Source: an optimization exercise on an open RTL-to-GDS flow (aim: small area, a short achievable clock period and few clock cycles). Production flows keep margins and buffers that such runs may drop.
In this exercise RTL edits were held to simulation tests only and were not proved equivalent to the original.
Power and IR drop assume default switching activity.

[flow/design.v]
module ALU (
    DataA,
    DataB,
    ALUSel,
    DataOut
);
    parameter WIDTH_DATA_LENGTH = 32;
    parameter WIDTH_ALUSEL_LENGTH = 4;
    input [WIDTH_DATA_LENGTH - 1:0] DataA;
    input [WIDTH_DATA_LENGTH - 1:0] DataB;
    input [WIDTH_ALUSEL_LENGTH - 1:0] ALUSel;
    output reg [WIDTH_DATA_LENGTH - 1:0] DataOut;
    always @(*) begin
        case (ALUSel)
            4'b0000: DataOut = DataA + DataB;    
            4'b0001: DataOut = DataA - DataB;    
            4'b0010: DataOut = DataA << DataB[4:0];   
            4'b0011: DataOut = ($signed(DataA) < $signed(DataB)) ? 32'd1 : 32'd0;  
            4'b0100: DataOut = (DataA < DataB) ? 32'd1: 32'd0;   
            4'b0101: DataOut = DataA ^ DataB;    
            4'b0110: DataOut = DataA >> DataB[4:0];   
            4'b0111: DataOut = $signed(DataA) >>> DataB[4:0];  
            4'b1000: DataOut = DataA | DataB;    
            4'b1001: DataOut = DataA & DataB;    
            4'b1110: DataOut = DataA + DataB + 32'd4;            
            4'b1111: DataOut = DataB;            
            default: DataOut = 32'd0;
        endcase
    end
endmodule
module Branch_Dectector (
    Inst,
    clk,
    Br_Detected
);
    parameter WIDTH_DATA_LENGTH = 32;
    parameter WIDTH_CONTROL_LENGTH = 5;
    input clk;
    input [WIDTH_DATA_LENGTH - 1:0] Inst;
    output reg Br_Detected;
    wire [WIDTH_CONTROL_LENGTH - 1:0] Ctrl;
    assign Ctrl = Inst[6:2];
    always @(*) begin
        case (Ctrl)
            5'b11000: Br_Detected = 1'b1;
            5'b11011: Br_Detected = 1'b1;
            5'b11001: Br_Detected = 1'b1;
            default:  Br_Detected = 1'b0;
        endcase
    end
endmodule
module Branch_Result (
    Predicted,
    PC_Pre,
    PC_ALU,
    clk,
    Execute,
    Result
);
    parameter WIDTH_DATA_LENGTH = 32;
    input clk;
    input [WIDTH_DATA_LENGTH - 1:0] PC_Pre;
    input [WIDTH_DATA_LENGTH - 1:0] PC_ALU;
    input Predicted;
    input Execute;
    output reg [1:0] Result;
    wire [1:0] Temp;
    assign Temp = {Execute, Predicted};
    always @(*) begin
                case (Temp)
                    2'b00: begin
                        Result = 2'b01;       
                    end
                    2'b01: Result = 2'b10;       
                    2'b10: Result = 2'b11;       
                    2'b11: if (PC_Pre != PC_ALU) begin
                            Result = 2'b00;           
                        end else begin
                            Result = 2'b01;      
                        end
                endcase
    end
endmodule
module Branch_Target (
    PC,
    PC_Ex,
    PC_ALU,
    Br_Detected,
    clk,
    rst,
    Hit,
    Target_Add,
    Stall_Detected
);
    parameter WIDTH_DATA_LENGTH = 32;
    parameter WIDTH_TAG_LENGTH = 32-2-3;
    parameter WIDTH_ENTRY_LENTH = 3;
    parameter ENTRY_DEPTH_LENGTH = 1<<3;
    input [WIDTH_DATA_LENGTH - 1:0] PC;
    input [WIDTH_DATA_LENGTH - 1:0] PC_Ex;
    input [WIDTH_DATA_LENGTH - 1:0] PC_ALU;
    input Br_Detected;
    input clk;
    input rst;
    input Stall_Detected;
    output Hit;
    output [WIDTH_DATA_LENGTH - 1:0] Target_Add;
    reg [WIDTH_TAG_LENGTH - 1: 0] TAG [0: ENTRY_DEPTH_LENGTH - 1];
    reg [WIDTH_DATA_LENGTH - 1:0] PR_PC [0: ENTRY_DEPTH_LENGTH - 1];
    wire [WIDTH_ENTRY_LENTH - 1:0] Entry;
    wire [WIDTH_ENTRY_LENTH - 1:0] Entry_Ex;
    wire [WIDTH_TAG_LENGTH - 1:0] PC_tag;
    wire [WIDTH_TAG_LENGTH - 1:0] PC_tag_Ex;
    wire [WIDTH_TAG_LENGTH - 1:0] PC_tagT;
    integer i;
    assign Entry = PC[WIDTH_ENTRY_LENTH - 1 + 2: 0 + 2];
    assign Entry_Ex = PC_Ex[WIDTH_ENTRY_LENTH - 1 + 2: 0 + 2];
    assign PC_tag = PC[WIDTH_DATA_LENGTH - 1: WIDTH_ENTRY_LENTH + 2];
    assign PC_tag_Ex = PC_Ex[WIDTH_DATA_LENGTH - 1: WIDTH_ENTRY_LENTH + 2];
    assign PC_tagT = TAG[Entry];
    assign Target_Add = PR_PC[Entry];
    assign Hit = &(PC_tag ~^ PC_tagT);
    always @(posedge clk ) begin
        if (rst) begin
            for (i = 0; i < ENTRY_DEPTH_LENGTH; i = i + 1) begin
                TAG [i] <= {WIDTH_TAG_LENGTH{1'b0}};
                PR_PC[i] <= {WIDTH_DATA_LENGTH{1'b0}};
            end
        end else if(Br_Detected & (!Stall_Detected)) begin
            TAG[Entry_Ex] <= PC_tag_Ex;
            PR_PC[Entry_Ex] <= PC_ALU;
        end
    end
endmodule
module DFF_ex 
#(  parameter N = 182 )
(
    input   clk,
    input   rst,
    input   en,
    input   [N-1:0] D,
    output reg [N-1:0] Q 
);
always@(posedge clk )
begin
  if(rst)
    Q <= {N{1'b0}};
  else 
    if (en)
    Q <= D;
end
endmodule
module DFF_fetch 
#(  parameter N = 64 )
(
    input   clk,
    input   rst,
    input   en,
    input   [N-1:0] D,
    output reg [N-1:0] Q 
);
always@(posedge clk )
begin
  if(rst)
    Q <= {{32{1'b0}}, -32'd4};
  else 
    if (en)
    Q <= D;
end
endmodule
module DFF_mem
#(  parameter N = 148 )
(
    input   clk,
    input   rst,
    input   en,
    input   [N-1:0] D,
    output reg [N-1:0] Q 
);
always@(posedge clk )
begin
  if(rst)
    Q <= {N{1'b0}};
  else 
    if (en)
    Q <= D;
end
endmodule
module DFF_wb 
#(  parameter N = 84 )
(
    input   clk,
    input   rst,
    input   en,
    input   [N-1:0] D,
    output reg [N-1:0] Q 
);
always@(posedge clk )
begin
  if(rst)
    Q <= {N{1'b0}};
  else 
    if (en)
    Q <= D;
end
endmodule
module DMEM_ADDJ (
    DataIn,
    FormatSel,
    DataOut
);
    parameter WIDTH_DATA_LENGTH = 32;
    parameter LENGTH_MUX = 3;
    input [WIDTH_DATA_LENGTH -1:0] DataIn;
    input [LENGTH_MUX -1:0] FormatSel;
    output reg [WIDTH_DATA_LENGTH -1:0] DataOut;
    always @(FormatSel or DataIn) begin
        case (FormatSel)
            3'b000: if (DataIn[7] == 1'b1) begin
                        DataOut = {24'hFF_FF_FF, DataIn[7:0]};
                    end else begin
                        DataOut = {24'h00_00_00, DataIn[7:0]};
                    end
            3'b001: if (DataIn[15] == 1'b1) begin
                        DataOut = {16'hFF_FF, DataIn[15:0]};
                    end else begin
                        DataOut = {16'h00_00, DataIn[15:0]};
                    end
            3'b011: DataOut = {24'h00_00_00, DataIn[7:0]};
            3'b100: DataOut = {16'h00_00, DataIn[15:0]};
            3'b010: DataOut = DataIn; 
            default: DataOut = DataIn;
        endcase
    end
endmodule
module FSM_2bit (x, state_old, rst, state);
    input x;
    input rst;
    input [1:0] state_old;
    output reg [1:0] state;
    parameter NTS=2'b00, NTW=2'b01, TW=2'b10, TS=2'b11;
always @(*) begin
    if (rst) 
    state = NTS;
    else
    begin
    case (state_old)
    NTS: if (x) state = NTW;
        else state = NTS;
    NTW: if (x) state = TS;
        else state = NTS;
    TW: if (x) state = TS;
        else state = NTS;
    TS: if (x) state = TS;
        else state = TW;
    endcase
    end 
end
endmodule
module Forward_Control (
    EX_MEM_RegWEN,
    MEM_WB_RegWEN,
    Rd_MA,
    Rd_EX,
    Rs1_ID,
    Rs2_ID,
    Fw_1,
    Fw_2,
    Fw_Detected
);
    parameter No_Fw = 2'b00, WB_Fw = 2'b01, MEM_Fw = 2'b10;
    input EX_MEM_RegWEN;
    input MEM_WB_RegWEN;
    input [4:0]Rd_MA;
    input [4:0]Rd_EX;
    input [4:0]Rs1_ID;
    input [4:0]Rs2_ID;
    output reg [1:0]Fw_1;
    output reg [1:0]Fw_2;
    output reg [1:0]Fw_Detected;
    always @(*) begin
        Fw_1 = No_Fw;
        Fw_2 = No_Fw;
        Fw_Detected = 2'b00;
        if(EX_MEM_RegWEN & (Rd_EX != 0) & (Rd_EX == Rs1_ID)) begin
            Fw_1 = MEM_Fw;
            Fw_Detected = 2'b10;
        end else if(MEM_WB_RegWEN & (Rd_MA != 0) & (Rd_MA == Rs1_ID)) begin
            Fw_1 = WB_Fw;
            Fw_Detected = 2'b01;
        end
        if(EX_MEM_RegWEN & (Rd_EX != 0) & (Rd_EX == Rs2_ID)) begin
            Fw_2 = MEM_Fw;
            Fw_Detected = 2'b10;
        end else if(MEM_WB_RegWEN & (Rd_MA != 0) & (Rd_MA == Rs2_ID)) begin
            Fw_2 = WB_Fw;
            Fw_Detected = 2'b01;
        end
        if ((Fw_1 == MEM_Fw) | (Fw_2 == MEM_Fw)) begin
            Fw_Detected = 2'b10;
        end
    end
endmodule
module ImmGen (
    Inst,
    ImmSel,
    DataOut
);
    parameter WIDTH_INST_LENGTH = 32;
    parameter WIDTH_SEL_LENGTH = 3;
    parameter WIDTH_DATA_LENGTH = 32;
    input [WIDTH_INST_LENGTH - 1:0] Inst;
    input [WIDTH_SEL_LENGTH - 1:0] ImmSel;
    output reg [WIDTH_DATA_LENGTH - 1:0] DataOut;
    always @(*) begin
        case (ImmSel) 
            3'b000: DataOut = {{20{Inst[31]}}, Inst[31:20]};     
            3'b001: DataOut = {20'd0, Inst[31:20]};            
            3'b010: DataOut = {27'd0, Inst[24:20]};            
            3'b011: DataOut = {{20{Inst[31]}}, Inst[31:25], Inst[11:7]};     
            3'b100: DataOut = {{19{Inst[31]}}, Inst[31], Inst[7], Inst[30:25], Inst[11:8], 1'b0}; 
            3'b101: DataOut = {Inst[31:12], 12'b0 };
            3'b110: DataOut = {{11{Inst[31]}}, Inst[31], Inst[19:12], Inst[20], Inst[30:21], 1'b0};
            default: DataOut = 32'd0;
        endcase
    end
endmodule
module Mux2 (
    input   sel_port,
    input   [31:0] port_in_0,
    input   [31:0] port_in_1,
    output reg [31:0] port_out
    );
    always @(*) begin
        if (sel_port == 1) begin
            port_out <= port_in_1;
        end
        else begin
            port_out <= port_in_0;
        end
    end
endmodule 
module Mux4 (
input [1:0] sel_port,
input   [31:0] port_in_0,
input   [31:0] port_in_1,
input   [31:0] port_in_2,
input   [31:0] port_in_3,
output reg [31:0] port_out 
);
always @(*) begin
    case (sel_port)
      2'd0: port_out <= port_in_0;
      2'd1: port_out <= port_in_1;
      2'd2: port_out <= port_in_2;
      2'd3: port_out <= port_in_3;
    endcase
end
endmodule
module N_Branchcomp (BrEq, BrLT, Inst, jump);
    parameter WIDTH_CONTROL_LENGTH = 11;
    input BrEq; 
    input BrLT;
    input [31:0] Inst;
    output reg jump;
    wire [WIDTH_CONTROL_LENGTH - 1:0] Ctrl;
    assign Ctrl = {Inst[30], Inst[14:12], Inst[6:2], BrEq, BrLT};
    always @(*) begin
        casex (Ctrl)
            11'b?_000_11000_1_?: jump = 1'b1;    
            11'b?_000_11000_0_?: jump = 1'b0;    
            11'b?_001_11000_1_?: jump = 1'b0;    
            11'b?_001_11000_0_?: jump = 1'b1;    
            11'b?_100_11000_?_1: jump = 1'b1;    
            11'b?_100_11000_?_0: jump = 1'b0;    
            11'b?_101_11000_?_1: jump = 1'b0;    
            11'b?_101_11000_?_0: jump = 1'b1;    
            11'b?_110_11000_?_1: jump = 1'b1;    
            11'b?_110_11000_?_0: jump = 1'b0;    
            11'b?_111_11000_?_1: jump = 1'b0;    
            11'b?_111_11000_?_0: jump = 1'b1;    
            11'b?_???_11011_?_?: jump = 1'b1;    
            11'b?_000_11001_?_?: jump = 1'b1;    
            default: jump = 1'b0;
        endcase
    end
endmodule
module PC_Control (
    Br_Result,
    Br_Dectected,
    Br_Dectected_Ex,
    Br_PredictedBit,
    PC_Sel
);
    input [1:0] Br_Result;
    input Br_Dectected;
    input Br_Dectected_Ex;
    input Br_PredictedBit;
    output reg [1:0]PC_Sel;
    reg temp;
    always @(*) begin
        temp = 1'b0;
        PC_Sel = 2'b00;
        if (Br_Dectected_Ex) begin           
            case (Br_Result)
                2'b00: PC_Sel = 2'b10;       
                2'b01: begin 
                        PC_Sel = 2'b00;       
                        temp = 1'b1;
                end
                2'b10: PC_Sel = 2'b11;       
                2'b11: PC_Sel = 2'b10;       
            endcase
        end 
        if((!Br_Dectected_Ex & Br_Dectected == 1'b1) | (temp == 1'b1 & Br_Dectected)) begin      
            if (Br_PredictedBit == 1'b1) begin
                PC_Sel = 2'b01;              
            end else begin
                PC_Sel = 2'b00;              
            end     
        end 
        if(!Br_Dectected_Ex & !Br_Dectected) begin                       
            PC_Sel = 2'b00;                  
        end
    end
endmodule
module Pattern_History (
    Br_Detected,
    Br_Comp_Result,
    clk,
    rst,
    Br_PredictedBit,
    Stall_Detected
);
    parameter WIDTH_PATERN_LENGTH = 3;
    parameter BHB_DEPTH = 1<<3;
    input Br_Detected;
    input Br_Comp_Result;
    input clk;
    input rst;
    input Stall_Detected;
    output Br_PredictedBit;
    wire [1:0] temp;
    reg [WIDTH_PATERN_LENGTH -1:0] GHR;
    reg [1:0]BHB[0:BHB_DEPTH - 1]; 
FSM_2bit sm (.x(Br_Comp_Result),
             .rst(1'b0),
             .state_old(BHB[GHR]),
             .state(temp));
    integer i;
    assign Br_PredictedBit = BHB[GHR][1];
    always @(posedge clk ) begin
        if (rst) begin
            for (i = 0; i < BHB_DEPTH; i = i + 1) begin
                BHB[i] <= 2'b00;
            end
            GHR <= {WIDTH_PATERN_LENGTH{1'b0}};
        end else if(Br_Detected & (!Stall_Detected)) begin
            BHB[GHR] <= temp;
            GHR <= {Br_Comp_Result, GHR[WIDTH_PATERN_LENGTH - 1:1]};
        end
    end
endmodule
module REGBank (
    AddrA,
    AddrB,
    AddrD,
    DataD,
    clk,
    RegWEn,
    DataA,
    DataB
);
    parameter WIDTH_ADDR_LENGTH = 5;
    parameter WIDTH_DATA_LENGTH = 32;
    parameter NUM_REG_BANK = 1 << 5;
    input clk;
    input RegWEn;
    input [WIDTH_ADDR_LENGTH - 1:0] AddrA;
    input [WIDTH_ADDR_LENGTH - 1:0] AddrB;
    input [WIDTH_ADDR_LENGTH - 1:0] AddrD;
    input [WIDTH_DATA_LENGTH - 1:0] DataD;
    output [WIDTH_DATA_LENGTH - 1:0] DataA;
    output [WIDTH_DATA_LENGTH - 1:0] DataB;
    reg [WIDTH_DATA_LENGTH - 1:0] REG [1: NUM_REG_BANK - 1];
    wire Wr;
    assign Wr = RegWEn & (AddrD != 5'h00);
    assign DataA = (AddrA == 5'h00) ? 32'h0000_0000 :
                   (Wr & (AddrD == AddrA)) ? DataD : REG[AddrA];
    assign DataB = (AddrB == 5'h00) ? 32'h0000_0000 :
                   (Wr & (AddrD == AddrB)) ? DataD : REG[AddrB];
    always @(posedge clk ) begin
        if (Wr) begin
            REG[AddrD] <= DataD;
        end
    end
endmodule
module ROMControl (
    Addr,
    Data 
);
    parameter WIDTH_ADD = 6;
    parameter WIDTH_DATA = 20;
    input [WIDTH_ADD - 1:0] Addr;
    output reg [WIDTH_DATA - 1:0] Data;
    always @(*) begin
        case (Addr)
            6'd0:   Data = 20'b0_000_1_0_0_0_0000_0_00_000_01;
            6'd1:   Data = 20'b0_000_1_0_0_0_0001_0_00_000_01; 
            6'd2:   Data = 20'b0_000_1_0_0_0_0010_0_00_000_01;
            6'd3:   Data = 20'b0_000_1_0_0_0_0011_0_00_000_01;
            6'd4:   Data = 20'b0_000_1_0_0_0_0100_0_00_000_01; 
            6'd5:   Data = 20'b0_000_1_0_0_0_0101_0_00_000_01; 
            6'd6:   Data = 20'b0_000_1_0_0_0_0110_0_00_000_01; 
            6'd7:   Data = 20'b0_000_1_0_0_0_0111_0_00_000_01;
            6'd8:   Data = 20'b0_000_1_0_0_0_1000_0_00_000_01;
            6'd9:   Data = 20'b0_000_1_0_0_0_1001_0_00_000_01; 
            6'd10:  Data = 20'b0_000_1_0_1_0_0000_0_00_000_01; 
            6'd11:  Data = 20'b0_000_1_0_1_0_0011_0_00_000_01; 
            6'd12:  Data = 20'b0_000_1_0_1_0_0100_0_00_000_01; 
            6'd13:  Data = 20'b0_000_1_0_1_0_0101_0_00_000_01;
            6'd14:  Data = 20'b0_000_1_0_1_0_1000_0_00_000_01; 
            6'd15:  Data = 20'b0_000_1_0_1_0_1001_0_00_000_01;  
            6'd16:  Data = 20'b0_010_1_0_1_0_0010_0_00_000_01; 
            6'd17:  Data = 20'b0_010_1_0_1_0_0110_0_00_000_01; 
            6'd18:  Data = 20'b0_010_1_0_1_0_0111_0_00_000_01; 
            6'd19:  Data = 20'b0_000_1_0_1_0_0000_0_00_000_00;
            6'd20:  Data = 20'b0_000_1_0_1_0_0000_0_00_001_00;
            6'd21:  Data = 20'b0_000_1_0_1_0_0000_0_00_010_00;
            6'd22:  Data = 20'b0_000_1_0_1_0_0000_0_00_011_00;
            6'd23:  Data = 20'b0_000_1_0_1_0_0000_0_00_100_00;
            6'd24:  Data = 20'b0_011_0_0_1_0_0000_1_00_000_00;
            6'd25:  Data = 20'b0_011_0_0_1_0_0000_1_01_000_00;
            6'd26:  Data = 20'b0_011_0_0_1_0_0000_1_11_000_00;
            6'd27:  Data = 20'b1_100_0_0_1_1_0000_0_00_000_00;   
            6'd28:  Data = 20'b0_100_0_0_1_1_0000_0_00_000_00;
            6'd29:  Data = 20'b0_100_0_0_1_1_0000_0_00_000_00;   
            6'd30:  Data = 20'b1_100_0_0_1_1_0000_0_00_000_00;
            6'd31:  Data = 20'b1_100_0_0_1_1_0000_0_00_000_00;   
            6'd32:  Data = 20'b0_100_0_0_1_1_0000_0_00_000_00;
            6'd33:  Data = 20'b0_100_0_0_1_1_0000_0_00_000_00;   
            6'd34:  Data = 20'b1_100_0_0_1_1_0000_0_00_000_00;
            6'd35:  Data = 20'b1_100_0_1_1_1_0000_0_00_000_00;   
            6'd36:  Data = 20'b0_100_0_1_1_1_0000_0_00_000_00;
            6'd37:  Data = 20'b0_100_0_1_1_1_0000_0_00_000_00;   
            6'd38:  Data = 20'b1_100_0_1_1_1_0000_0_00_000_00;
            6'd39:  Data = 20'b0_101_1_0_1_0_1111_0_00_000_01;   
            6'd40:  Data = 20'b0_101_1_0_1_1_0000_0_00_000_01;   
            6'd41:  Data = 20'b1_110_1_0_1_1_0000_0_00_000_10;   
            6'd42:  Data = 20'b1_000_1_0_1_0_0000_0_00_000_10;   
            default: Data = 20'd0;
        endcase
    end
endmodule
module ROMDecoder (
    Inst,
    BrEq,
    BrLT,
    DataOut
);
    parameter WIDTH_INST_LENGTH = 32;
    parameter WIDTH_DATAOUT_LENGTH  = 6;
    parameter WIDTH_CONTROL_LENGTH = 11;
    input [WIDTH_INST_LENGTH - 1:0] Inst;
    input BrEq;
    input BrLT;
    output reg [WIDTH_DATAOUT_LENGTH - 1:0] DataOut;
    wire [WIDTH_CONTROL_LENGTH - 1:0] Ctrl;
    assign Ctrl = {Inst[30], Inst[14:12], Inst[6:2], BrEq, BrLT};
    always @(*) begin
        casex (Ctrl)
            11'b0_000_01100_?_?: DataOut = 6'd0;     
            11'b1_000_01100_?_?: DataOut = 6'd1;     
            11'b0_001_01100_?_?: DataOut = 6'd2;     
            11'b0_010_01100_?_?: DataOut = 6'd3;     
            11'b0_011_01100_?_?: DataOut = 6'd4;     
            11'b0_100_01100_?_?: DataOut = 6'd5;     
            11'b0_101_01100_?_?: DataOut = 6'd6;     
            11'b1_101_01100_?_?: DataOut = 6'd7;     
            11'b0_110_01100_?_?: DataOut = 6'd8;     
            11'b0_111_01100_?_?: DataOut = 6'd9;     
            11'b?_000_00100_?_?: DataOut = 6'd10;    
            11'b?_010_00100_?_?: DataOut = 6'd11;    
            11'b?_011_00100_?_?: DataOut = 6'd12;    
            11'b?_100_00100_?_?: DataOut = 6'd13;    
            11'b?_110_00100_?_?: DataOut = 6'd14;    
            11'b?_111_00100_?_?: DataOut = 6'd15;    
            11'b0_001_00100_?_?: DataOut = 6'd16;    
            11'b0_101_00100_?_?: DataOut = 6'd17;    
            11'b1_101_00100_?_?: DataOut = 6'd18;    
            11'b?_000_00000_?_?: DataOut = 6'd19;    
            11'b?_001_00000_?_?: DataOut = 6'd20;    
            11'b?_010_00000_?_?: DataOut = 6'd21;    
            11'b?_100_00000_?_?: DataOut = 6'd22;    
            11'b?_101_00000_?_?: DataOut = 6'd23;    
            11'b?_000_01000_?_?: DataOut = 6'd24;    
            11'b?_001_01000_?_?: DataOut = 6'd25;    
            11'b?_010_01000_?_?: DataOut = 6'd26;    
            11'b?_000_11000_1_?: DataOut = 6'd27;    
            11'b?_000_11000_0_?: DataOut = 6'd28;    
            11'b?_001_11000_1_?: DataOut = 6'd29;    
            11'b?_001_11000_0_?: DataOut = 6'd30;    
            11'b?_100_11000_?_1: DataOut = 6'd31;    
            11'b?_100_11000_?_0: DataOut = 6'd32;    
            11'b?_101_11000_?_1: DataOut = 6'd33;    
            11'b?_101_11000_?_0: DataOut = 6'd34;    
            11'b?_110_11000_?_1: DataOut = 6'd35;    
            11'b?_110_11000_?_0: DataOut = 6'd36;    
            11'b?_111_11000_?_1: DataOut = 6'd37;    
            11'b?_111_11000_?_0: DataOut = 6'd38;    
            11'b?_???_01101_?_?: DataOut = 6'd39;    
            11'b?_???_00101_?_?: DataOut = 6'd40;    
            11'b?_???_11011_?_?: DataOut = 6'd41;    
            11'b?_000_11001_?_?: DataOut = 6'd42;    
            default: DataOut = 6'd63;
        endcase
    end
endmodule
module Stall_Control (
    Br_result,
    Br_Detected,
    Inst,
    Fw_Detected,
    PC_Fetch_EN,
    FE_DE_Reg_EN,
    DE_EX_Reg_EN,
    DE_EX_Reg_RST,
    EX_MEM_Reg_RST,
    Stall_Detected
);
    parameter WIDTH_DATA_LENGTH = 32;
    parameter No_Fw = 2'b00, WB_Fw = 2'b01, MEM_Fw = 2'b10;
    input [1:0] Br_result;
    input [WIDTH_DATA_LENGTH - 1:0] Inst;
    input [1:0]Fw_Detected;
    input Br_Detected;
    output reg PC_Fetch_EN;
    output reg FE_DE_Reg_EN;
    output reg DE_EX_Reg_EN;
    output reg DE_EX_Reg_RST;
    output reg EX_MEM_Reg_RST;
    output reg Stall_Detected;
    wire Load_Inst;
    assign Load_Inst = !(|(Inst[6:2]));
    always @(*) begin
        PC_Fetch_EN = 1'b1;
        FE_DE_Reg_EN = 1'b1;
        DE_EX_Reg_EN = 1'b1;
        DE_EX_Reg_RST = 1'b0;
        EX_MEM_Reg_RST = 1'b0;
        Stall_Detected = 1'b0;
        if (Load_Inst & (Fw_Detected == MEM_Fw)) begin
            PC_Fetch_EN = 1'b0;
            FE_DE_Reg_EN = 1'b0;
            DE_EX_Reg_EN = 1'b0;
            EX_MEM_Reg_RST = 1'b1;
            Stall_Detected = 1'b1;
        end else if((Br_result != 2'b01)& (Br_Detected)) begin         
            DE_EX_Reg_RST = 1'b1;
        end
    end
endmodule
module add4 (
    input [31:0] port_in,
    output [31:0] port_out
);
assign port_out = port_in + 4;
endmodule
 module branch_comp (A,B,BrUn,BrEq,BrLT);
 input [31:0] A,B;
 input BrUn ;
 output BrEq,BrLT;
assign BrEq = (A == B);
assign BrLT = (BrUn) ? (A < B) : (({A[31], B[31]} == 2'b10) || ((A[31] == B[31]) && (A < B)));
endmodule 
module riscv_pipeline (
    input         clk,
    input         rst,
    output [31:0] imem_addr,
    input  [31:0] imem_rdata,
    output [31:0] dmem_addr,
    output [31:0] dmem_wdata,
    output        dmem_we,
    output [1:0]  dmem_size,
    input  [31:0] dmem_rdata
);
    wire [31:0] PC4_NEW;
    wire [31:0] PC_ALU;
    wire [31:0] PC4_OLD;
    wire [1:0] PC_SEL;
    wire [31:0] PC_MUX;
    wire [31:0] PC_FE;
    wire [31:0] Inst_FE;
    wire [31:0] PC_DE;
    wire [31:0] Inst_DE;
    wire [31:0] DataA_DE;
    wire [31:0] DataB_DE;
    wire [19:0] ROM_DATA_DE;
    wire [5:0] dec2rom;
    wire [31:0] PC_EX;
    wire [31:0] DataA_EX;
    wire [31:0] DataB_EX;
    wire [31:0] Inst_EX;
    wire [19:0] ROM_DATA_EX;
    wire [31:0] DataA_Mux_EX;
    wire [31:0] DataB_Mux_EX;
    wire [31:0] ALU_A;
    wire [31:0] ALU_B;
    wire [31:0] ALU_OUT_EX;
    wire [31:0] IMM;
    wire BrEq;
    wire BrLT;
    wire [31:0] PC_Predicted_EX;
    wire Br_PredictedBit_EX;
    wire [31:0] PC_MEM;
    wire [31:0] PC4_MEM;
    wire [31:0] ALU_OUT_MEM;
    wire [31:0] DataB_Mux_MEM;
    wire [31:0] Inst_MEM;
    wire [19:0] ROM_DATA_MEM;
    wire [31:0] Data_WB_MEM;
    wire [31:0] Fw_MEM;
    wire [31:0] dataR;
    wire [31:0] dataROut;
    wire [31:0] Inst_WB;
    wire [19:0] ROM_DATA_WB;
    wire [31:0] DATA_WB_WB;
    wire Reg_WB_WEN;
    wire [1:0] Br_Result;
    wire Br_Detected;
    wire Br_Detected_Ex;
    wire Br_PredictedBit;
    wire [31:0] PC_Predicted;
    wire Hit;
    wire [1:0] Fw_1;
    wire [1:0] Fw_2;
    wire [1:0] Fw_Detected;
    wire Stall_Detected;
    wire PC_Fetch_EN;
    wire FE_DE_Reg_EN;
    wire DE_EX_Reg_EN;
    wire DE_EX_Reg_RST;
    wire EX_MEM_Reg_RST;
    wire Br_Comp_Result;
    wire Predict_StateM;
    assign Br_PredictedBit = Hit & Predict_StateM;
    Mux4 pc_mux (.sel_port(PC_SEL),
                 .port_in_0(PC4_NEW),
                 .port_in_1(PC_Predicted),
                 .port_in_2(PC_ALU),
                 .port_in_3(PC4_OLD),
                 .port_out(PC_MUX));
    assign PC_ALU = ALU_OUT_EX;
    add4 add4_2 (.port_in(PC_EX),
                 .port_out(PC4_OLD));
    assign PC_FE = PC_MUX;
    add4 add4_1 (.port_in(PC_DE),
                 .port_out(PC4_NEW));
    assign imem_addr = PC_FE;
    assign Inst_FE = imem_rdata;
    wire [63:0] FetOut_Bus;
    wire [63:0] DecIn_Bus;
    assign FetOut_Bus = {Inst_FE, PC_FE};
    assign  {Inst_DE, PC_DE} = DecIn_Bus;
    DFF_fetch dff_fet_dec (.clk(clk),
                           .rst(rst),
                           .en(FE_DE_Reg_EN),
                           .D(FetOut_Bus),
                           .Q(DecIn_Bus));
    REGBank regb_1 (.AddrA(Inst_DE[19:15]),
                    .AddrB(Inst_DE[24:20]),
                    .AddrD(Inst_WB[11:7]),
                    .DataD(DATA_WB_WB),
                    .clk(clk),
                    .RegWEn(Reg_WB_WEN),
                    .DataA(DataA_DE),
                    .DataB(DataB_DE));
    Branch_Dectector br_detec (.Inst(Inst_DE),
                               .clk(clk),
                               .Br_Detected(Br_Detected));
    Pattern_History pattern (.Br_Detected(Br_Detected_Ex),
                             .Br_Comp_Result(Br_Comp_Result),
                             .clk(clk),
                             .rst(rst),
                             .Br_PredictedBit(Predict_StateM),
                             .Stall_Detected(Stall_Detected));
    Branch_Target br_target (.PC(PC_DE),
                             .PC_Ex(PC_EX),
                             .PC_ALU(ALU_OUT_EX),
                             .Br_Detected(Br_Detected_Ex),
                             .clk(clk),
                             .rst(rst),
                             .Hit(Hit),
                             .Target_Add(PC_Predicted),
                             .Stall_Detected(Stall_Detected));
    ROMDecoder romdec_1 (.Inst(Inst_DE),
                         .BrEq(1'b0),
                         .BrLT(1'b0),
                         .DataOut(dec2rom));    
    ROMControl romctrl_1 (.Addr(dec2rom),
                          .Data(ROM_DATA_DE));       
    wire [181:0] DecOut_Bus;
    wire [181:0] HoldEx_Bus;
    wire [181:0] ExIn_Bus;
    assign DecOut_Bus = {Br_Detected, Br_PredictedBit, 
                         PC_Predicted, ROM_DATA_DE,
                         DataB_DE, DataA_DE,
                         Inst_DE, PC_DE};           
    assign {Br_Detected_Ex, Br_PredictedBit_EX,
            PC_Predicted_EX, ROM_DATA_EX,
            DataB_EX, DataA_EX,
            Inst_EX, PC_EX} = ExIn_Bus;
    assign HoldEx_Bus = {Br_Detected_Ex, Br_PredictedBit_EX,
                         PC_Predicted_EX, ROM_DATA_EX,
                         DataB_Mux_EX, DataA_Mux_EX,
                         Inst_EX, PC_EX};
    DFF_ex dff_dec_ex (.clk(clk),
                        .rst(DE_EX_Reg_RST | rst),
                        .en(1'b1),
                        .D(DE_EX_Reg_EN ? DecOut_Bus : HoldEx_Bus),
                        .Q(ExIn_Bus));
    Mux4 mux4_fw_A (.sel_port(Fw_1),
                    .port_in_0(DataA_EX),
                    .port_in_1(DATA_WB_WB),
                    .port_in_2(Fw_MEM),
                    .port_in_3(32'h0),
                    .port_out(DataA_Mux_EX));
    Mux4 mux4_fw_B (.sel_port(Fw_2),
                    .port_in_0(DataB_EX),
                    .port_in_1(DATA_WB_WB),
                    .port_in_2(Fw_MEM),
                    .port_in_3(32'h0),
                    .port_out(DataB_Mux_EX));  
    ImmGen immgen_1 (.Inst(Inst_EX),
                     .ImmSel(ROM_DATA_EX[18:16]),
                     .DataOut(IMM)); 
    branch_comp brcomp_1 (.A(DataA_Mux_EX),
                          .B(DataB_Mux_EX),
                          .BrUn(ROM_DATA_EX[14]),
                          .BrEq(BrEq),
                          .BrLT(BrLT));
    N_Branchcomp compresult (.BrEq(BrEq),
                             .BrLT(BrLT),
                             .Inst(Inst_EX),
                             .jump(Br_Comp_Result));
    Mux2 mux2_2 (.sel_port(ROM_DATA_EX[12]),
                 .port_in_0(DataA_Mux_EX),
                 .port_in_1(PC_EX),
                 .port_out(ALU_A));
    Mux2 mux2_3 (.sel_port(ROM_DATA_EX[13]),
                 .port_in_0(DataB_Mux_EX),
                 .port_in_1(IMM),
                 .port_out(ALU_B));
    ALU alu_1 (.DataA(ALU_A),
               .DataB(ALU_B),
               .ALUSel(ROM_DATA_EX[11:8]),
               .DataOut(ALU_OUT_EX));
    Branch_Result brPreResult (.clk(clk),
                               .Predicted(Br_PredictedBit_EX),
                               .Execute(Br_Comp_Result),
                               .PC_Pre(PC_Predicted_EX),
                               .PC_ALU(PC_ALU),
                               .Result(Br_Result));
    PC_Control pcCtrl (.Br_Result(Br_Result),
                       .Br_Dectected(Br_Detected),
                       .Br_Dectected_Ex(Br_Detected_Ex),
                       .Br_PredictedBit(Br_PredictedBit),
                       .PC_Sel(PC_SEL));
    Stall_Control stall (.Br_result(Br_Result),
                         .Br_Detected(Br_Detected_Ex),
                         .Inst(Inst_MEM),
                         .Fw_Detected(Fw_Detected),
                         .PC_Fetch_EN(PC_Fetch_EN),
                         .FE_DE_Reg_EN(FE_DE_Reg_EN),
                         .DE_EX_Reg_EN(DE_EX_Reg_EN),
                         .DE_EX_Reg_RST(DE_EX_Reg_RST),
                         .EX_MEM_Reg_RST(EX_MEM_Reg_RST),
                         .Stall_Detected(Stall_Detected));
    wire [147:0] ExOut_Bus;
    wire [147:0] MemIn_Bus;
    assign ExOut_Bus = {ROM_DATA_EX, DataB_Mux_EX,
                        ALU_OUT_EX, Inst_EX,
                        PC_EX};           
    assign {ROM_DATA_MEM, DataB_Mux_MEM,
            ALU_OUT_MEM, Inst_MEM,
            PC_MEM} = MemIn_Bus;
    DFF_mem dff_ex_mem (.clk(clk),
                        .rst(EX_MEM_Reg_RST | rst),
                        .en(1'b1),
                        .D(ExOut_Bus),
                        .Q(MemIn_Bus));      
    add4 add4_3 (.port_in(PC_MEM),
                 .port_out(PC4_MEM));  
    assign Fw_MEM = (ROM_DATA_MEM[1:0] == 2'b10) ? PC4_MEM : ALU_OUT_MEM;
    assign dmem_addr  = ALU_OUT_MEM;
    assign dmem_wdata = DataB_Mux_MEM;
    assign dmem_we    = ROM_DATA_MEM[7];
    assign dmem_size  = ROM_DATA_MEM[6:5];
    assign dataR      = dmem_rdata;
    DMEM_ADDJ dmemAddj (.DataIn(dataR),
                        .FormatSel(ROM_DATA_MEM[4:2]),
                        .DataOut(dataROut));    
    Mux4 mux4Wb (.sel_port(ROM_DATA_MEM[1:0]),
                 .port_in_0(dataROut),
                 .port_in_1(ALU_OUT_MEM),
                 .port_in_2(PC4_MEM),
                 .port_in_3(32'h0),
                 .port_out(Data_WB_MEM));
    wire [83:0] MemOut_Bus;
    wire [83:0] WbIn_Bus;
    assign MemOut_Bus = {ROM_DATA_MEM, Data_WB_MEM,
                         Inst_MEM};           
    assign {ROM_DATA_WB, DATA_WB_WB,
            Inst_WB} = WbIn_Bus;
    DFF_wb dff_mem_wb (.clk(clk),
                        .rst(rst),
                        .en(1'b1),
                        .D(MemOut_Bus),
                        .Q(WbIn_Bus));  
    assign Reg_WB_WEN = ROM_DATA_WB[15];
    Forward_Control fwCtrl (.EX_MEM_RegWEN(ROM_DATA_MEM[15]),
                            .MEM_WB_RegWEN(ROM_DATA_WB[15]),
                            .Rd_MA(Inst_WB[11:7]),
                            .Rd_EX(Inst_MEM[11:7]),
                            .Rs1_ID(Inst_EX[19:15]),
                            .Rs2_ID(Inst_EX[24:20]),
                            .Fw_1(Fw_1),
                            .Fw_2(Fw_2),
                            .Fw_Detected(Fw_Detected));
endmodule
[flow/run.sh]
#!/bin/bash
# synth_recipe.tcl (not shown) runs the flow's synth.tcl, then flattens the netlist and writes it again
# the make line also repeats each setting of config.mk as NAME=value (left out here)
make -C /OpenROAD-flow-scripts/flow DESIGN_CONFIG=/design/flow/config.mk WORK_HOME=/design/flow/orfs CLKGATE_MAP_FILE= SYNTH_SCRIPT=/design/flow/synth_recipe.tcl finish
[flow/config.mk]
export PLATFORM = sky130hd
export DESIGN_NAME = riscv_pipeline
export DESIGN_NICKNAME = riscv_pipeline
export VERILOG_FILES = /design/flow/design.v
export SDC_FILE = /design/flow/constraint.sdc
export NUM_CORES = 4
export LEC_CHECK = 0
export CAP_MARGIN = 20
export CORE_MARGIN = 2
export CORE_UTILIZATION = 40
export SLEW_MARGIN = 20
[flow/constraint.sdc]
create_clock -name core_clock -period 15.0 [get_ports {clk}]
set_input_delay 3.0000 -clock core_clock [delete_from_list [all_inputs] [get_ports {clk}]]
set_output_delay 3.0000 -clock core_clock [all_outputs]
set_load 0.01 [all_outputs]
==> summary.txt <==
[layout make-up]
class,count,area [µm²],area share
inverters,205,777,0.00645
multi-input cells,5925,49000,0.407
well taps,3402,4260,0.0353
repair buffers,819,6740,0.0560
clock inverters,129,1660,0.0138
clock buffers,246,5240,0.0435
diodes,8,20.0,0.000166
flip-flops and latches,1893,52800,0.438
[power breakdown]
group	total [mW]	internal (mW)	switching, mW
combinational	4.36	1.50	2.86
clock	5.22	2.99	2.23
sequential	6.19	5.86	0.335
[what timing repair did]
action | CTS | global route
endpoints found under the setup margin | 4 | 8
buffers inserted | 1 | 26
resized for setup | 28 | 149
pin swaps | 2 | 24
[state kept, by name, summed over array words and instances, names as in the netlist, named ones only]
| register | cells |
|---|---|
| regb_1.REG | 992 |
| br_target.PR_PC | 256 |
| br_target.TAG | 216 |
| dff_dec_ex.Q | 174 |
| dff_ex_mem.Q | 115 |
| dff_fet_dec.Q | 62 |
| dff_mem_wb.Q | 38 |
| pattern.BHB | 16 |
| pattern.GHR | 3 |
[kinds of logic (layout without fill, tap and decap cells)]
family / after synthesis / after routing
XOR/XNOR: 195 / 195
buffers and inverters: 985 / 1399
AND/OR/NAND/NOR: 2794 / 2794
adder cells (fa/ha/maj): 139 / 139
AO/OA/AOI/OAI: 1789 / 1789
other: 0 / 8
multiplexers: 1008 / 1008
flip-flops: 1893 / 1893
[through the flow]
stage                     setup slack (ns)  cells  total power, mW   util  hold slack, ns
after floorplan                       1.78   8803             8.32      -           0.432
after CTS                         0.000998  12600             15.6  0.460           0.455
after global routing                 0.126  12600             16.1  0.464           0.473
final                                0.473  12600             15.8  0.464           0.454
after global placement               0.514  12200             10.4  0.433           0.445
after detailed placement             0.624  12200             10.4  0.433           0.447
[routing by layer]
metal,global-route usage,part of all wire,vias up
li1,-,-,34500
met1,0.433,0.37,42300
met2,0.533,0.45,4986
met3,0.0793,0.099,1149
met4,0.221,0.077,14
met5,0,0.00020,-
[critical path: cells and delay by family, from the launching register on]
kind | cells | cell delay [ns]
DFF | 1 | 0.67
adders and majority gates | 3 | 0.61
AOI/OAI and AO/OA | 13 | 3.34
xor gates and xnor gates | 1 | 0.11
and+or+nand+nor | 18 | 3.34
buffers and inverters | 9 | 2.53
[cell usage in the layout (no fill, tap or decap), drive strengths merged, types with 39 or more instances in the layout]
| master | netlist | routed |
|---|---|---|
| nand3 | 176 | 176 |
| a31oi | 69 | 69 |
| edfxtp | 1480 | 1480 |
| clkdlybuf4s50 | 0 | 160 |
| and3 | 158 | 158 |
| ha | 138 | 138 |
| inv | 193 | 204 |
| nand2 | 650 | 650 |
| clkbuf | 514 | 247 |
| xnor2 | 148 | 148 |
| a21o | 39 | 39 |
| a2111oi | 43 | 43 |
| o221ai | 40 | 40 |
| and2 | 114 | 114 |
| a21oi | 499 | 499 |
| nor2 | 1060 | 1060 |
| a221oi | 64 | 64 |
| nor4 | 80 | 80 |
| or3 | 84 | 84 |
| xor2 | 47 | 47 |
| nand2b | 39 | 39 |
| nand4 | 101 | 101 |
| mux2i | 296 | 296 |
| o211ai | 62 | 62 |
| o31ai | 44 | 44 |
| mux4 | 677 | 677 |
| o22ai | 60 | 60 |
| nor3 | 157 | 157 |
| a22oi | 59 | 59 |
| dfxtp | 413 | 413 |
| buf | 266 | 657 |
| a211oi | 183 | 183 |
| o21ai | 259 | 259 |
| clkinv | 12 | 94 |
[worst max-delay path by stage]
stage | to | slack, ns | cells after the start
after detailed placement | imem_addr[30] | 0.62 | 42
after global placement | imem_addr[30] | 0.51 | 44
after floorplan | imem_addr[30] | 1.78 | 44
final | imem_addr[26] | 0.47 | 44
after global routing | imem_addr[28] | 0.13 | 47
after CTS | imem_addr[30] | 0.001 | 44
==> impl_metrics.ini <==
[status]
status = finished clean

[global_routing]
grt_pass1_vias = 80100
grt_overflow_total = 0
grt_pass1_wl_um = 639000
grt_use_total = 0.344
antenna_found_initial = 27
grt_max_degree = 157

[cts]
root_buffer = clkbuf_16
cts_tree = yes
htree_levels = 4
clk_pin_slew_ns = 0.07
clk_latency_ns = 0.91
cts_sinks = 1893
cts_made_buffers = 200
cts_hold_buffers = 0
cts_buffer_depth = 3

[routing]
route.detailed.drc = 0
vias = 82900
wire_per_inst_um = 37.0
routed_wl_um = 467000
drtAntennaViolNets = 0
first_pass_iters = 8
drtIter0Drc = 11600
post_drt_via_cell_ratio = 6.57

[yosys]
synth_seq_cells = 1893
synth_ff_type = edfxtp_1
yosys-top-cells-area = edfxtp_1 43%, mux4_2 15%, dfxtp_1 7.9%, nor2_1 3.8%, mux2i_1 2.8%
synthesis.nets = 9007
yosysUniqueCellTypes = 121
synthCells = 8803
syn_area_per_cell_um2 = 11.9
synth_top_family_by_area = multiplexers
synth_edf_count = 1480
synth_fa_ha_area_frac = 0.0166
ys_warn_count = 21
synth.most_common_cell = edfxtp_1
synth_top_area_frac = 0.425
synth_xor_area_frac = 0.0163
synth_compound_area_frac = 0.119
synth_commonest_cells = 1,480 x edfxtp_1, 1,057 x nor2_1, 677 x mux4_2
yosysTopAreaCell = edfxtp_1
synthSimpleGateAreaFrac = 0.126
seq_area_frac_synth = 0.504
muxShareOfSynthArea = 0.178
async_reset_ff_frac = 0
netlist_area_um2 = 104000

[cells_and_area]
layout-drive-gt1-share = 0.219
fin_nets = 9248
area_growth_pct = 15.3
fin_area_um2 = 120000
fillers = 23400

[sta]
rsz0062_at_grt = false
setup_viol = 0
finClkSkew_ns = 0.0811
final_max_slew_viol_count = 0
relSlewSlack = 0.181
tightestPinTransition_ns = 1.22
setup_tns_ns = 0
hold_violations = 0
max_freq_mhz = 68.8
fin_crit_ns = 14.53
period_share = 0.968

[hold_path]
hold_path_depth = 2
hold_start = dff_fet_dec.Q[58]
hp-class = reg -> reg
min_to = dff_fet_dec.Q[58]

[worst_setup_path]
slowest_delay_ns = 0.67
setup.worst_path.start = dff_dec_ex.Q[141]
worstPathRequired_ns = 12.00
reg2regPathDepth = 44
critical_path_arrival_ns = 11.53
worstSetupStartpointType = flip-flop
crit_fanout = 17
reg2reg_from = dff_dec_ex.Q[141]
end_kind = output port
critPathSlowestCell = dfxtp_2
timing.rr.end = dff_fet_dec.Q[30]
crit_type = reg -> out
cpMostUsedCell = buf_4
reg2reg_slack_ns = 4.68

[floorplan]
row_count = 187
dieArea_um2 = 265000
initial_utilization = 0.402
fp.dieH_um = 515
core_area_um2 = 260000
ios = 165
die_w_um = 515

[placement]
dpl_cell_area_um2 = 113000
portBuffers = 162
gp_congestion = 1.08
dp_hpwl_um = 324000

[power]
ir_worst_vdd_v = 0.000117
power.density_nw_per_um2 = 131
p_leak_nw = 41.4

[flow_run]
cap_violations = 0
Testbench counts, summed over its fixed seeds: cycles 155,300.

==> separate check: timing with driven ports <==
Ports are ideal in the flow. The routed layout listed here was re-timed in OpenROAD.
Step 1 (the two cells are an assumption about what drives the block):
set clk [get_ports {clk}]
set_driving_cell -lib_cell sky130_fd_sc_hd__clkbuf_16 $clk
set_driving_cell -lib_cell sky130_fd_sc_hd__buf_2 [delete_from_list [all_inputs] $clk]
Step 2, shift: input delay + t, output delay - t, t = (earliest + latest rising clock arrival at the registers) / 2. This alone moves slack from input paths to output paths.
Slacks: ideal / step 1 / step 2; pairs: ideal / step 1.
shift t [ns]: 0.955
setup slack, ns: 0.473 / 0.378 / 1.333
worst setup path after step 2: register to output
worst slew at a driven data input, ns: 0.08
pins driven straight from the clock port: 1
After both steps this run still meets setup and hold. For this run, drivers alone change the setup slack by -0.095 ns; drivers and shift together by +0.860 ns.
